What follows belongs to an exercise in optimizing a design on an open flow for small area; a production flow would make more cautious choices.
The RTL was checked by simulation tests, not by an equivalence proof against the original design.
Power is estimated from default activity; no workload was simulated. The clock port is modelled as an ideal driver; clocking choices that lean on that would not hold on a real chip.

Design canny_top, start of the top module:
module canny_top #(
    parameter IMG_W = 256
)(
    input  wire        clk,
    input  wire        rst,
    input  wire [7:0]  pixel_in,
    output wire        out_valid,
    output wire [7:0]  pixel_out
);
For scale: roughly 10000 flip-flops, about 19 I/O pins, roughly 220000 um2 of cells after synthesis.
Settings: LEC_CHECK=0, ABC_AREA=1, CAP_MARGIN=20, CORE_MARGIN=2, CORE_UTILIZATION=60, GPL_TIMING_DRIVEN=0, SLEW_MARGIN=20; clock period 12.0 ns.
standard.sh (not shown) runs the stock make flow with config.mk's settings and CLKGATE_MAP_FILE= SYNTH_SCRIPT=/design/flow/synth_recipe.tcl, a recipe that flattens the netlist after the stock synthesis.
==> flow/flow/run.sh <==
#!/bin/bash
# Standard layout (the standard.sh), with clock tree synthesis told not to
# add dummy balancing loads and to cluster up to 36 flip-flops per leaf buffer,
# and the port buffers made with the smallest buffer cell.
set -euo pipefail
export CTS_ARGS="-sink_clustering_enable -repair_clock_nets -dont_use_dummy_load -sink_clustering_size 36 -sink_clustering_max_diameter 80"
export BUFFER_PORTS_ARGS="-buffer_cell sky130_fd_sc_hd__buf_1"
bash standard.sh > standard.log 2>&1
Change:
ABC_AREA = 0   (was 1)
CORE_UTILIZATION = 65   (was 60)
Result: Final cell count goes down by about 4%. Sequential power is about the same. Worst setup slack got worse by 57 ps. Hold slack got worse by 32 ps. Sequential cell count does not change. Non-clock buffer count goes up by 38. Via count goes down by 0.56%.
Change:
==> flow/flow/run.sh (replaced) <==
#!/bin/bash
# Standard layout (the standard.sh), with clock tree synthesis told not to
# add dummy balancing loads and to cluster up to 34 flip-flops per leaf buffer,
# and the port buffers made with the smallest buffer cell.
set -euo pipefail
export CTS_ARGS="-sink_clustering_enable -repair_clock_nets -dont_use_dummy_load -sink_clustering_size 34 -sink_clustering_max_diameter 80"
export BUFFER_PORTS_ARGS="-buffer_cell sky130_fd_sc_hd__buf_1"
bash standard.sh > standard.log 2>&1
ABC_AREA = 1   (was 0)
After rerunning:
- The new run produced a clean layout
- cell area stays flat
- combinational power went down by 20%
- setup slack is better by 130 ps
- clock-buffer cell count increases by 14
- die area stays flat
- clock skew is higher by 21 ps
- power falls by 0.54%
- critical path depth is higher by 3
- cell count went up by 2.4%
- routed wire length barely changes


## v55
canny_top, a different RTL version from the one above (not shown whole).
Size: ~13000 cells after synthesis, about 12000 flip-flops, ~250000 sq um of cells after synthesis.
// canny_top
module canny_top #(
    parameter IMG_W = 256
)(
    input  wire        clk,
    input  wire        rst,
    input  wire [7:0]  pixel_in,
    output wire        out_valid,
    output wire [7:0]  pixel_out
);
    reg  [7:0] col;
    reg  [2:0] row;
    wire [10:0] cnt = {row, col};
    always @(posedge clk) begin
        if (rst) begin
            col <= 8'd0;
            row <= 3'd0;
        end else begin
            col <= col + 8'd1;
            if (col == 8'd255 && row != 3'd7)
                row <= row + 3'd1;
        end
    end
    reg [8*513-1:0] xc;
    always @(posedge clk)
        xc <= {xc[8*512-1:0], rst ? 8'd0 : pixel_in};    
    wire [7:0] x_bot = xc[7:0];
    wire [7:0] x_mid = xc[8*257-1 -: 8];
    wire [7:0] x_top = xc[8*513-1 -: 8];
    wire [9:0]        a_new = {2'b0, x_top} + {1'b0, x_mid, 1'b0} + {2'b0, x_bot};
    wire [8:0] b_new = {1'b0, x_bot} - {1'b0, x_top};    
    reg [9:0]        a1, a2;
    reg [8:0]        b1, b2;
    always @(posedge clk) begin
        a1 <= a_new; a2 <= a1;
        b1 <= b_new; b2 <= b1;
    end
    wire [10:0] fx = {1'b0, a_new} - {1'b0, a2};
    wire [10:0] fy = {{2{b2[8]}}, b2} + {b1[8], b1, 1'b0} + {{2{b_new[8]}}, b_new};
    wire [9:0]  ax = fx[10] ? -fx[9:0] : fx[9:0];
    wire [9:0]  ay = fy[10] ? -fy[9:0] : fy[9:0];
    wire [10:0] mag = {1'b0, ax} + {1'b0, ay};
    wire        quad = fx[10] ^ fy[10];
    wire [9:0]  tan22 = (ax >> 2) + (ax >> 3) + (ax >> 5) + (ax >> 7);
    wire [10:0] tan67 = {1'b0, ax} + {1'b0, tan22};
    localparam [1:0] C_H    = 2'd0,    
                     C_D    = 2'd1,    
                     C_V    = 2'd2,    
                     C_W    = 2'd3;    
    wire [1:0] cls = (ay < tan22)             ? C_H :
                     ({1'b0, ay} < tan67)     ? (quad ? C_V : C_D) :
                                                C_W;
    wire valid_s = (cnt >= 11'd514) && (col >= 8'd2);
    reg [10:0] ms;       
    reg [1:0]  zc;       
    reg [1:0]  zc_d;
    always @(posedge clk) begin
        if (rst)
            ms <= 11'd0;
        else if (valid_s)
            ms <= mag;
        if (valid_s)
            zc <= cls;
        zc_d <= zc;
    end
    reg [11*257-1:0] mc;
    always @(posedge clk)
        mc <= {mc[11*256-1:0], ms};
    wire [10:0] mc1   = mc[10:0];
    wire [10:0] mc255 = mc[11*255-1 -: 11];
  ...
Settings: LEC_CHECK=0, ABC_AREA=1, CAP_MARGIN=60, CORE_MARGIN=2, CORE_UTILIZATION=55, CTS_CLUSTER_DIAMETER=80, CTS_CLUSTER_SIZE=30, SLEW_MARGIN=60; clock period 12.0 ns.
run.sh (not shown) runs the stock make flow with config.mk's settings and CLKGATE_MAP_FILE= SYNTH_SCRIPT=/design/flow/synth_recipe.tcl, a recipe that flattens the netlist after the stock synthesis.
Stock flow here: none of the scripts above is used.
The following lists how v40 was set up differently from v55:
- swapping 55 for 65 in CORE_UTILIZATION
### Flow results
- Comparing v40 against v55, there is no change at all in simple-gate share of the synthesized area.
- Changes observed in v40 relative to v55: routed length on met2 +17%, post-place setup slack shows an increase of 0.062 ns, final area now smaller, utilization climbed 11 points.
- Going from v55 to v40, number of non-clock buffers in the layout went down 11%, global-route usage rose 2.9 points.
- v55 → v40: multi-input gate share of total cell area held steady; least setup slack across all paths after layout went up; total negative slack for setup checks now sits at about the same level.
- Between v40 and v55, the setup slack of the most critical reg-to-reg path figures differ only marginally.
Inputs modified between v40 and v56:
- a deleted ABC_AREA that had been 1
- a change of CORE_UTILIZATION from 65 to 40
Results
v56 has minimum clock period above what v40 had.
In the tables for v56 and v40, sequential share of layout area reads lower with v56.
In summary, v56 completed successfully, with a layout that passed the timing, DRC and antenna checks.
From v40 to v56 the numbers moved as follows: deepest clock path buffer count neither gained nor lost much; overall routing resource usage fell by 6.6 points; die area has increased; post-route cell area picked up an extra about 2%; global-route wire length before repair has decreased.
On required time reported for the critical path endpoint: between v56 and v40, it ends up lower for v40.
The final reports for v56 and v40 show actual slew at the worst max-slew pin higher in the former.
Input-level comparison between v12 and v56:
- an added ABC_AREA of 1
- a change of CORE_UTILIZATION from 40 to 70
[summary]
v56 completed; timing, DRC and antenna clean
Seen in the log of v12: DPL-0033 during detailed placement, after which the run never completed.
The synthesized area on v12 is in line with that on v56.
v56 -> v12: number of port buffers delta 0, exact match
Row simple-gate area share of the yosys netlist: v12 higher / v56 lower
Going from v56 to v12, count of boundary I/O pins flat; adder-cell area share of the yosys netlist flat.
--- input diff v12..v30 ---
- changing CORE_UTILIZATION from 70 to 75
==> run summary <==
v30: DPL-0033 in detailed placement -> run aborted. v12 did not run to completion, as it errored out during detailed placement. For count of boundary I/O pins, v30 and v12 come out practically identical. Taking v12 as the reference, in v30 fraction of synthesized cell area in xor and xnor cells now sits at about the same level, starting density of the core now sits higher, chip width went down 3.4%. v12 → v30: synthesized area comparable, cell count after synthesis saw little to no change, overall die height shrank by about 3.4%. Detailed placement HPWL came out higher on v30 than on v12. [v30 vs v12] row count: lower in v30.


rev 12:
canny_top, a different RTL version from the one above (not shown whole).
Size in the first run: about 12000 cells after synthesis, about 10000 flip-flops, roughly 19 I/O pins.
Settings: LEC_CHECK=0, ABC_AREA=1, CAP_MARGIN=20, CORE_MARGIN=2, CORE_UTILIZATION=65, GPL_ROUTABILITY_DRIVEN=0, GPL_TIMING_DRIVEN=0, SLEW_MARGIN=20; clock period 12.0 ns.
standard.sh (not shown) runs the stock make flow with config.mk's settings and CLKGATE_MAP_FILE= SYNTH_SCRIPT=/design/flow/synth_recipe.tcl, a recipe that flattens the netlist after the stock synthesis.
==> flow/flow/run.sh <==
#!/bin/bash
# Standard layout (the standard.sh), with clock tree synthesis told not to
# add dummy balancing loads and to cluster up to 36 flip-flops per leaf buffer,
# and the port buffers made with the smallest buffer cell.
set -euo pipefail
export CTS_ARGS="-sink_clustering_enable -repair_clock_nets -dont_use_dummy_load -sink_clustering_size 36 -sink_clustering_max_diameter 80"
export BUFFER_PORTS_ARGS="-buffer_cell sky130_fd_sc_hd__buf_1"
bash standard.sh > standard.log 2>&1
What rev 13 does differently from rev 12 at the input level:
==> flow/flow/run.sh <==
#!/bin/bash
# Standard layout (the standard.sh), with clock tree synthesis told not to
# add dummy balancing loads and to cluster up to 38 flip-flops per leaf buffer,
# and the port buffers made with the smallest buffer cell.
set -euo pipefail
export CTS_ARGS="-sink_clustering_enable -repair_clock_nets -dont_use_dummy_load -sink_clustering_size 38 -sink_clustering_max_diameter 80"
export BUFFER_PORTS_ARGS="-buffer_cell sky130_fd_sc_hd__buf_1"
bash standard.sh > standard.log 2>&1
==> run summary <==
Sequential cell area share delta (rev 12 -> rev 13): insignificant. Looking at rev 13 and rev 12, the final period demand of the worst path is a wash. A critical path capture point of zu0[1]$_SDFFCE_PN0P_ is what rev 12 shows, while zu0[0]$_SDFFCE_PN0P_ belongs to rev 13. Looking at rev 13 and rev 12, the final instance area is a wash. On cell count, rev 12 tracks rev 13 almost exactly. Number of global-route vias before repair of rev 13 falls short of that of rev 12 slightly. Rev 13 gives more met3 wire length than rev 12 did. Rev 13 vs. rev 12: share of synthesized area occupied by flip-flops and latches comparable, overall fraction of global-route tracks in use ~0 delta, max-cap check violation count stayed essentially flat, clock power share saw a decrease, met1 global-route usage essentially unchanged.


job 1581:
canny_top with an RTL version that a note above also has.
For scale: ~12000 cells after synthesis, roughly 10000 flip-flops, about 19 I/O pins.
Settings: LEC_CHECK=0, ABC_AREA=1, CAP_MARGIN=20, CORE_MARGIN=2, CORE_UTILIZATION=65, GPL_ROUTABILITY_DRIVEN=0, GPL_TIMING_DRIVEN=0, SLEW_MARGIN=20; clock period 12.0 ns.
==> flow/flow/run.sh <==
#!/bin/bash
# Standard layout (the standard.sh), with clock tree synthesis told not to
# add dummy balancing loads and to cluster up to 36 flip-flops per leaf buffer,
# and the port buffers made with the smallest buffer cell.
set -euo pipefail
export CTS_ARGS="-sink_clustering_enable -repair_clock_nets -dont_use_dummy_load -sink_clustering_size 36 -sink_clustering_max_diameter 80"
export BUFFER_PORTS_ARGS="-buffer_cell sky130_fd_sc_hd__buf_1"
bash standard.sh > standard.log 2>&1
Modified inputs, job 1418 compared to job 1581
# job 1581
export LEC_CHECK = 0
export ABC_AREA = 1
export CAP_MARGIN = 20
export CORE_MARGIN = 2
export CORE_UTILIZATION = 65
export GPL_ROUTABILITY_DRIVEN = 0
export GPL_TIMING_DRIVEN = 0
export SLEW_MARGIN = 20
create_clock -name core_clock -period 12.0 [get_ports {clk}]
# job 1418
export LEC_CHECK = 0
export ABC_AREA = 1
export CAP_MARGIN = 20
export CORE_MARGIN = 2
export CORE_UTILIZATION = 65
export GPL_TIMING_DRIVEN = 0
export SLEW_MARGIN = 20
create_clock -name core_clock -period 12.0 [get_ports {clk}]
--- a/flow/flow/run.sh
+++ b/flow/flow/run.sh
@@ -3 +3 @@
-# add dummy balancing loads and to cluster up to 36 flip-flops per leaf buffer,
+# add dummy balancing loads and to cluster up to 37 flip-flops per leaf buffer,
@@ -6 +6 @@
-export CTS_ARGS="-sink_clustering_enable -repair_clock_nets -dont_use_dummy_load -sink_clustering_size 36 -sink_clustering_max_diameter 80"
+export CTS_ARGS="-sink_clustering_enable -repair_clock_nets -dont_use_dummy_load -sink_clustering_size 37 -sink_clustering_max_diameter 80"
Findings:
Post-detailed-routing wire length (lower): job 1581. Delta(multi-input logic area, job 1418 - job 1581) > 0. On overall power, job 1418 and job 1581 are basically level. Delta (job 1418 minus job 1581): worst setup slack shows an increase of 0.16 ns; fraction of power consumed by the clock network shows a reduction of 0.2 points; synthesized area shows no meaningful change; power density of the placed cells shows no meaningful change; fraction of cell area in non-clock buffers shows no meaningful change. Re part of the total power dissipated in combinational logic: job 1418 is 0.4 points up on job 1581. For share of cell area taken by flip-flops and latches, job 1581 and job 1418 come out practically identical. Measured against each other, job 1418 and job 1581 differ in clock latency reported for the late side of the worst-skew pair, the higher figure coming from job 1418.
### job 1418 -> job 6651
# job 1418
export LEC_CHECK = 0
export ABC_AREA = 1
export CAP_MARGIN = 20
export CORE_MARGIN = 2
export CORE_UTILIZATION = 65
export GPL_TIMING_DRIVEN = 0
export SLEW_MARGIN = 20
create_clock -name core_clock -period 12.0 [get_ports {clk}]
# job 6651
export LEC_CHECK = 0
export ABC_AREA = 1
export CAP_MARGIN = 20
export CORE_MARGIN = 2
export CORE_UTILIZATION = 65
export GPL_ROUTABILITY_DRIVEN = 0
export GPL_TIMING_DRIVEN = 0
export SLEW_MARGIN = 20
create_clock -name core_clock -period 12.0 [get_ports {clk}]
--- a/flow/flow/run.sh
+++ b/flow/flow/run.sh
@@ -3 +3 @@
-# add dummy balancing loads and to cluster up to 37 flip-flops per leaf buffer,
+# add dummy balancing loads and to cluster up to 38 flip-flops per leaf buffer,
@@ -6 +6 @@
-export CTS_ARGS="-sink_clustering_enable -repair_clock_nets -dont_use_dummy_load -sink_clustering_size 37 -sink_clustering_max_diameter 80"
+export CTS_ARGS="-sink_clustering_enable -repair_clock_nets -dont_use_dummy_load -sink_clustering_size 38 -sink_clustering_max_diameter 80"
--- outcome ---
| final area | job 6651 vs job 1418 | ≈ equal |. Compared job 6651 vs job 1418, and worst setup slack after layout is down in job 6651. Job 1418 → job 6651: wire length on met2 now sits lower; growth of design area from synthesis to finish now sits lower. Job 6651 vs job 1418, clock period minus final worst setup slack went up by 0.14 ns. First-pass GRT wire length ended up 4.0% lower on job 6651 than on job 1418. On utilization, job 1418 and job 6651 are basically level. Against job 1418 as the reference, job 6651 delivers a lower clock-buffer cell count.


canny_top again, from the RTL that the note above started with.
Settings: LEC_CHECK=0, ABC_AREA=1, CAP_MARGIN=20, CORE_MARGIN=2, CORE_UTILIZATION=65, GPL_TIMING_DRIVEN=0, SLEW_MARGIN=20; clock period 12.0 ns.
==> flow/flow/run.sh <==
#!/bin/bash
# Standard layout (the standard.sh), with clock tree synthesis told not to
# add dummy balancing loads and to cluster up to 32 flip-flops per leaf buffer,
# and the port buffers made with the smallest buffer cell.
set -euo pipefail
export CTS_ARGS="-sink_clustering_enable -repair_clock_nets -dont_use_dummy_load -sink_clustering_size 32 -sink_clustering_max_diameter 80"
export BUFFER_PORTS_ARGS="-buffer_cell sky130_fd_sc_hd__buf_1"
bash standard.sh > standard.log 2>&1
The baseline produced a clean layout.
Rerun with:
==> flow/flow/run.sh (replaced) <==
#!/bin/bash
# Standard layout (the standard.sh), with clock tree synthesis told not to
# add dummy balancing loads and to cluster up to 37 flip-flops per leaf buffer,
# and the port buffers made with the smallest buffer cell.
set -euo pipefail
export CTS_ARGS="-sink_clustering_enable -repair_clock_nets -dont_use_dummy_load -sink_clustering_size 37 -sink_clustering_max_diameter 80"
export BUFFER_PORTS_ARGS="-buffer_cell sky130_fd_sc_hd__buf_1"
bash standard.sh > standard.log 2>&1
--- a/flow/config.mk
+++ b/flow/config.mk
@@ -11,2 +11,3 @@
 export CORE_UTILIZATION = 65
+export GPL_ROUTABILITY_DRIVEN = 0
 export GPL_TIMING_DRIVEN = 0
=> Die area is unchanged; routed wire length went down by 5.9%; final cell count barely changes; global-route usage drops by 0.84 points; clock skew falls by 0.040 ns; register-to-register slack degrades by 0.11 ns.


## wip/garnet
The RTL this note starts from:
==> flow/design.v <==
`timescale 1ns / 1ps
module sobel_unit (
    input  wire       clk,
    input  wire [7:0] x_top,
    input  wire [7:0] x_mid,
    input  wire [7:0] x_bot,
    output wire [9:0] mh,
    output wire [1:0] cls
);
    function [11:0] rca;
        input [11:0] a, b;
        input        cin;
        integer i;
        reg c;
        begin
            c = cin;
            for (i = 0; i < 12; i = i + 1) begin
                rca[i] = a[i] ^ b[i] ^ c;
                c = (a[i] & b[i]) | (a[i] & c) | (b[i] & c);
            end
        end
    endfunction
    wire [11:0] tb_w  = rca({4'b0, x_top}, {4'b0, x_bot}, 1'b0);
    wire [11:0] an_w  = rca(tb_w, {3'b0, x_mid, 1'b0}, 1'b0);
    wire [9:0]  a_new = an_w[9:0];
    wire [11:0] bn_w  = rca({4'b0, x_bot}, ~{4'b0, x_top}, 1'b1);
    wire [8:0]  b_new = bn_w[8:0];    
    reg [9:0] a1, a2;
    reg [8:1] b1h, b2h;
    always @(posedge clk) begin
        a1 <= a_new; a2 <= a1;
        b1h <= b_new[8:1]; b2h <= b1h;
    end
    wire [8:0] b1 = {b1h, a1[0]};
    wire [8:0] b2 = {b2h, a2[0]};
    wire [11:0] fx_w = rca({2'b0, a_new}, ~{2'b0, a2}, 1'b1);
    wire [10:0] fx   = fx_w[10:0];
    wire [11:0] fy_1 = rca({{3{b2[8]}}, b2}, {{3{b_new[8]}}, b_new}, 1'b0);
    wire [11:0] fy_w = rca(fy_1, {{2{b1[8]}}, b1, 1'b0}, 1'b0);
    wire [10:0] fy   = fy_w[10:0];
    wire [9:0]  ax   = fx[10] ? -fx[9:0] : fx[9:0];
    wire [9:0]  ay   = fy[10] ? -fy[9:0] : fy[9:0];
    wire [11:0] mag_w = rca({2'b0, ax}, {2'b0, ay}, 1'b0);
    assign mh = mag_w[10:1];
    wire        quad = fx[10] ^ fy[10];
    wire [11:0] t1 = rca({4'b0, ax[9:2]}, {5'b0, ax[9:3]}, 1'b0);
    wire [11:0] t2 = rca({7'b0, ax[9:5]}, {9'b0, ax[9:7]}, 1'b0);
    wire [11:0] t3 = rca(t1, t2, 1'b0);
    wire [11:0] d22w = rca({2'b0, ay}, ~t3, 1'b1);            
    wire [11:0] d67w = rca(d22w, ~{2'b0, ax}, 1'b1);          
    assign cls = d22w[11]         ? 2'd0 :
                 d67w[11] ? (quad ? 2'd2 : 2'd1) :
                                   2'd3;
endmodule
`timescale 1ns / 1ps
module canny_top #(
    parameter IMG_W = 256
)(
    input  wire        clk,
    input  wire        rst,
    input  wire [7:0]  pixel_in,
    output wire        out_valid,
    output wire [7:0]  pixel_out
);
    function [11:0] rca;
        input [11:0] a, b;
        input        cin;
        integer i;
        reg c;
        begin
            c = cin;
            for (i = 0; i < 12; i = i + 1) begin
                rca[i] = a[i] ^ b[i] ^ c;
                c = (a[i] & b[i]) | (a[i] & c) | (b[i] & c);
            end
        end
    endfunction
    reg  [7:0] col;
    reg  [2:0] row;
    wire [10:0] cnt = {row, col};
    always @(posedge clk) begin
        if (rst) begin
            col <= 8'd0;
            row <= 3'd0;
        end else begin
            col <= col + 8'd1;
            if (col == 8'd255 && row != 3'd7)
                row <= row + 3'd1;
        end
    end
    reg [8*768-1:0] xc;
    always @(posedge clk)
        xc <= {xc[8*767-1:0], rst ? 8'd0 : pixel_in};    
    localparam [1:0] C_H = 2'd0,    
                     C_D = 2'd1,    
                     C_V = 2'd2,    
                     C_W = 2'd3;    
    wire [9:0] mh_l;
    wire [1:0] cls_l;
    sobel_unit sob_l (
        .clk(clk),
        .x_top(xc[8*513-1 -: 8]), .x_mid(xc[8*257-1 -: 8]), .x_bot(xc[7:0]),
        .mh(mh_l), .cls(cls_l)
    );
    wire [9:0] mh_u;
    wire [1:0] cls_u;
    sobel_unit sob_u (
        .clk(clk),
        .x_top(xc[8*768-1 -: 8]), .x_mid(xc[8*512-1 -: 8]), .x_bot(xc[8*256-1 -: 8]),
        .mh(mh_u), .cls(cls_u)
    );
    wire valid_l_s = (col != 8'd0) && (col != 8'd1);
    wire valid_u_s = (cnt >= 11'd769) && (col != 8'd255) && (col != 8'd0);
    reg [9:0] hl0;
    reg [9:0] hu0, hu1, hu2;
    reg [1:0] zl0, zl1;
    reg [1:0] zu0, zu1, zu2, zu3;
    always @(posedge clk) begin
        if (valid_l_s)
            hl0 <= mh_l;
        if (rst)
            hu0 <= 10'd0;
        else if (valid_u_s)
            hu0 <= mh_u;
        if (valid_l_s)
            zl0 <= cls_l;
        if (valid_u_s)
            zu0 <= cls_u;
        hu1 <= hu0; hu2 <= hu1;
        zl1 <= zl0;
        zu1 <= zu0; zu2 <= zu1; zu3 <= zu2;
    end
    wire l_ge_u1 = hl0 >= hu1;      
    wire u1_ge_l = hu1 >= hl0;
    wire l_ge_u2 = hl0 >= hu2;      
    wire u2_ge_l = hu2 >= hl0;
    wire u0_ge_l = hu0 >= hl0;      
    wire u0_ge_u1 = hu0 >= hu1;     
    wire u1_ge_u0 = hu1 >= hu0;
    reg [1:0] dl_ok;     
    reg       dn_ok;     
    reg       rt_ok;     
    reg [1:0] lt_ok;     
    always @(posedge clk) begin
        dl_ok <= {dl_ok[0], u0_ge_l};
        dn_ok <= u1_ge_l;
        rt_ok <= u1_ge_u0;
        lt_ok <= {lt_ok[0], u0_ge_u1};
    end
    wire up_chk = (zl1 == C_V) ? l_ge_u1 :
                  (zl1 == C_D) ? l_ge_u2 : 1'b1;
    wire [9:0] hq = hu2;        
    reg        chk;
    always @* begin
        case (zu3)              
            C_H:     chk = lt_ok[1] & rt_ok;       
            C_W:     chk = rt_ok & dl_ok[1];       
            C_V:     chk = up_ok & dn_ok;          
            default: chk = up_ok & u2_ge_l;        
        endcase
    end
    wire alive = (cnt == 11'd772) || chk;
    wire       valid_n = (col != 8'd254) && (col != 8'd255) && (cnt >= 11'd772);
    wire [7:0] clip_q  = (hq[9:7] != 3'd0) ? 8'hFF : {hq[6:0], 1'b0};
    wire [7:0] ns_new  = (valid_n && alive) ? clip_q : 8'd0;
    function [15:0] nc_code;
        input [7:0] m, t;
        input       e, u;
        reg   [7:0] te;
        reg         eh;
        begin
            eh = e & t[7] & (t[6:1] != 6'd0);      
            if (t[0])
                te = eh ? 8'hFF : 8'h80;
            else
                te = eh ? {1'b1, t[6:0]} : {1'b0, t[7:1]};
            if (m[0])
                nc_code = {te, 6'b100000, u, 1'b1};
            else
                nc_code = {u, m[7:1], te};
        end
    endfunction
    function nc_sp;                  
        input [15:0] c;
        nc_sp = c[7] & c[0] & (c[6:2] == 5'd0);
    endfunction
    function [7:0] nc_mid;
        input [15:0] c;
        nc_mid = nc_sp(c) ? 8'hFF : {c[14:8], 1'b0};
    endfunction
    reg [7:0] m_r, t_r;
    reg       u_r;
    reg  [16*255-1:0] ncj;
    wire [15:0] ent  = ncj[16*255-1 -: 16];       
    wire        sp   = nc_sp(ent);
    wire [7:0]  te_j = sp ? ent[15:8] : ent[7:0];
    wire [7:0]  n_mid = nc_mid(ent);              
    wire [7:0]  n_top = te_j[7] ? (((te_j[6:0] == 7'd0) || (te_j[6:0] == 7'h7F)) ?
                                   8'hFF : {1'b1, te_j[6:0]}) :
                                  {te_j[6:0], 1'b0};    
    wire        e_j   = te_j[7] & (te_j[6:0] != 7'd0);  
    wire        u_j   = sp ? ent[1] : ent[15];          
    wire [7:0]  n_bot = ns_new;                         
    reg         up_ok;           
    always @(posedge clk) begin
        m_r <= n_bot;
        t_r <= n_mid;
        u_r <= up_chk;
        up_ok <= u_j;
    end
    wire [11:0] s_1 = rca({4'b0, n_top}, {4'b0, n_mid}, 1'b0);
    wire [11:0] s_w = rca(s_1, {4'b0, n_bot}, 1'b0);
    wire [9:0] s_new = s_w[9:0];
    reg  [9:0] s1, s2;
    always @(posedge clk) begin
        s1 <= s_new;
        s2 <= s1;
    end
    wire [11:0] sum_1 = rca({2'b0, s_new}, {2'b0, s1}, 1'b0);
    wire [11:0] sum9 = rca(sum_1, {2'b0, s2}, 1'b0);
    wire [7:0]  din_nx  = (col == 8'd250) ? nc_mid(ncj[16*253-1 -: 16]) : n_mid;
    wire [11:0] din9_nx = rca({1'b0, din_nx, 3'b000}, {4'b0, din_nx}, 1'b0) + 12'd8;
    wire        ge_nx   = (sum9 <= din9_nx);
    reg         is_strong, is_weak;     
    wire valid_l = (col != 8'd251) && (col != 8'd252) && (cnt >= 11'd509);
    reg [7:0]   hc;             
    reg [4:0]   hd;             
    reg [7:0]   hcol;
    reg         wrapped;
    reg         connected;
    wire dout = (col == 8'd253) ? hc[2] : hc[0];
    wire r_col  = (col == 8'd253 || col == 8'd254) ? hd[4] : hd[2];
    wire r_col1 = (col == 8'd253) ? hd[3] : hd[1];
    wire e_new  = is_strong | (is_weak & connected);
    always @(posedge clk) begin
        hc <= {hc[6:0], e_new};
        hd <= {hd[3:0], e_j};
        ncj <= {ncj[16*254-1:0], nc_code(m_r, t_r, e_new, u_r)};
        if (rst) begin
            is_strong <= 1'b0;
            is_weak   <= 1'b0;
        end else if (valid_l) begin
            is_strong <= (din_nx >= 8'd155) && ge_nx;
            is_weak   <= (din_nx >= 8'd130) && ge_nx;
        end
        if (rst) begin
            hcol    <= 8'd0;
            wrapped <= 1'b0;
        end else if (valid_l) begin
            connected <= ((hcol != 8'd0) & dout) |
                         (wrapped & r_col) |
                         (wrapped & (hcol != 8'd255) & r_col1);
            hcol <= hcol + 8'd1;
            if (hcol == 8'd255)
                wrapped <= 1'b1;
        end
    end
    assign out_valid = (cnt >= 11'd515) && (col != 8'd3) && (col != 8'd4);
    assign pixel_out = {8{hc[7]}};
endmodule
Settings: LEC_CHECK=0, ABC_AREA=1, CAP_MARGIN=20, CORE_MARGIN=2, CORE_UTILIZATION=65, GPL_ROUTABILITY_DRIVEN=0, GPL_TIMING_DRIVEN=0, SLEW_MARGIN=20; clock period 12.0 ns.
==> flow/flow/run.sh <==
#!/bin/bash
# Standard layout (the standard.sh), with clock tree synthesis told not to
# add dummy balancing loads and to cluster up to 38 flip-flops per leaf buffer,
# and the port buffers made with the smallest buffer cell.
set -euo pipefail
export CTS_ARGS="-sink_clustering_enable -repair_clock_nets -dont_use_dummy_load -sink_clustering_size 38 -sink_clustering_max_diameter 80"
export BUFFER_PORTS_ARGS="-buffer_cell sky130_fd_sc_hd__buf_1"
bash standard.sh > standard.log 2>&1
In summary, wip/garnet completed successfully, with a layout that passed the timing, DRC and antenna checks.
The following lists how wip/sierra was set up differently from wip/garnet:
# wip/garnet
export LEC_CHECK = 0
export ABC_AREA = 1
export CAP_MARGIN = 20
export CORE_MARGIN = 2
export CORE_UTILIZATION = 65
export GPL_ROUTABILITY_DRIVEN = 0
export GPL_TIMING_DRIVEN = 0
export SLEW_MARGIN = 20
create_clock -name core_clock -period 12.0 [get_ports {clk}]
# wip/sierra
export LEC_CHECK = 0
export ABC_AREA = 1
export CAP_MARGIN = 20
export CORE_MARGIN = 2
export CORE_UTILIZATION = 65
export GPL_TIMING_DRIVEN = 0
export SLEW_MARGIN = 20
create_clock -name core_clock -period 12.0 [get_ports {clk}]
==> flow/flow/run.sh <==
#!/bin/bash
# Standard layout (the standard.sh), with clock tree synthesis told not to
# add dummy balancing loads and to cluster up to 36 flip-flops per leaf buffer,
# and the port buffers made with the smallest buffer cell.
set -euo pipefail
export CTS_ARGS="-sink_clustering_enable -repair_clock_nets -dont_use_dummy_load -sink_clustering_size 36 -sink_clustering_max_diameter 80"
export BUFFER_PORTS_ARGS="-buffer_cell sky130_fd_sc_hd__buf_1"
bash standard.sh > standard.log 2>&1
### Flow results
- Against wip/garnet, wip/sierra comes in 1.4 mW/mm2 higher on areal power density over the cells.
- On core utilization of the finished layout: between wip/garnet and wip/sierra, it ends up lower for wip/garnet.
- The share of the clock period used by the worst path after layout number comes out higher for wip/garnet vs wip/sierra.
- Compared with wip/garnet, wip/sierra shows ratio of routed vias to standard cells lower by 0.67%.
- Summary of wip/sierra over wip/garnet: actual transition at the worst max-transition pin rose by 95 ps, sequential share of layout area lower.
Input changes introduced in wip/nickel (baseline for comparison: wip/sierra):
# wip/sierra
export LEC_CHECK = 0
export ABC_AREA = 1
export CAP_MARGIN = 20
export CORE_MARGIN = 2
export CORE_UTILIZATION = 65
export GPL_TIMING_DRIVEN = 0
export SLEW_MARGIN = 20
create_clock -name core_clock -period 12.0 [get_ports {clk}]
# wip/nickel
export LEC_CHECK = 0
export ABC_AREA = 1
export CAP_MARGIN = 20
export CORE_MARGIN = 2
export CORE_UTILIZATION = 65
export GPL_ROUTABILITY_DRIVEN = 0
export GPL_TIMING_DRIVEN = 0
export SLEW_MARGIN = 20
create_clock -name core_clock -period 12.0 [get_ports {clk}]
==> run summary <==
wip/nickel reached the end of the flow, and the finished layout is clean on the timing, DRC and antenna checks. When wip/nickel is set beside wip/sierra, its met2 usage in global routing turns out to be 1.8 points smaller. Going from wip/sierra to wip/nickel, detailed-route wire length down 6.4%; worst endpoint required time up 80 ps. Between wip/sierra and wip/nickel, the difference in cell area is negligible. Compared with wip/sierra, wip/nickel shows a higher worst max-slew margin expressed relative to the limit. Any difference in sequential share of layout area between wip/nickel and wip/sierra is small enough to ignore. Total power of the final layout on wip/nickel is ahead of wip/sierra.

## static timing again, ports no longer ideal
Ports are ideal in the flow. The routed layouts listed here were re-timed in OpenROAD. Step 1: set_driving_cell puts a clkbuf_16 on clk and a buf_2 on each other input, an assumption about the parent block. Step 2 moves the port delays by t, midway between the first and last clock arrival at a register: inputs arrive t later, outputs are due t later. That takes back most of the time a late clock gives input paths. a / b / c = no drivers / after step 1 / after step 2; a / b = the first two.
run | t, ns | setup slack, ns | hold slack, ns | worst setup path at the end
the first run of note 1 | 0.977 | 0.530 / 0.530 / 0.530 | 0.266 / 0.266 / 0.266 | register to register
the second run of note 1 | 0.976 | 0.473 / 0.473 / 0.473 | 0.234 / 0.234 / 0.234 | register to register
the third run of note 1 | 0.982 | 0.606 / 0.606 / 0.606 | 0.272 / 0.272 / 0.272 | register to register
v55 | 1.072 | 3.289 / 3.289 / 3.289 | 0.297 / 0.297 / 0.297 | register to register
v40 | 1.062 | 3.300 / 3.300 / 3.300 | 0.270 / 0.270 / 0.270 | register to register
v56 | 1.141 | 2.527 / 2.527 / 2.527 | 0.278 / 0.278 / 0.278 | register to register
rev 12 | 0.994 | 0.497 / 0.497 / 0.497 | 0.254 / 0.254 / 0.254 | register to register
rev 13 | 0.997 | 0.496 / 0.496 / 0.496 | 0.260 / 0.260 / 0.260 | register to register
job 1581 | 0.978 | 0.455 / 0.455 / 0.455 | 0.248 / 0.248 / 0.248 | register to register
job 1418 | 0.982 | 0.611 / 0.611 / 0.611 | 0.263 / 0.263 / 0.263 | register to register
job 6651 | 0.978 | 0.471 / 0.471 / 0.471 | 0.245 / 0.245 / 0.245 | register to register
the first run of note 5 | 0.981 | 0.610 / 0.610 / 0.610 | 0.249 / 0.249 / 0.249 | register to register
the second run of note 5 | 0.976 | 0.503 / 0.503 / 0.503 | 0.243 / 0.243 / 0.243 | register to register
wip/garnet | 0.994 | 0.454 / 0.454 / 0.454 | 0.280 / 0.280 / 0.280 | register to register
wip/sierra | 0.975 | 0.474 / 0.474 / 0.474 | 0.248 / 0.248 / 0.248 | register to register
wip/nickel | 0.988 | 0.435 / 0.435 / 0.435 | 0.262 / 0.262 / 0.262 | register to register
After both steps setup and hold are still met in every run listed.
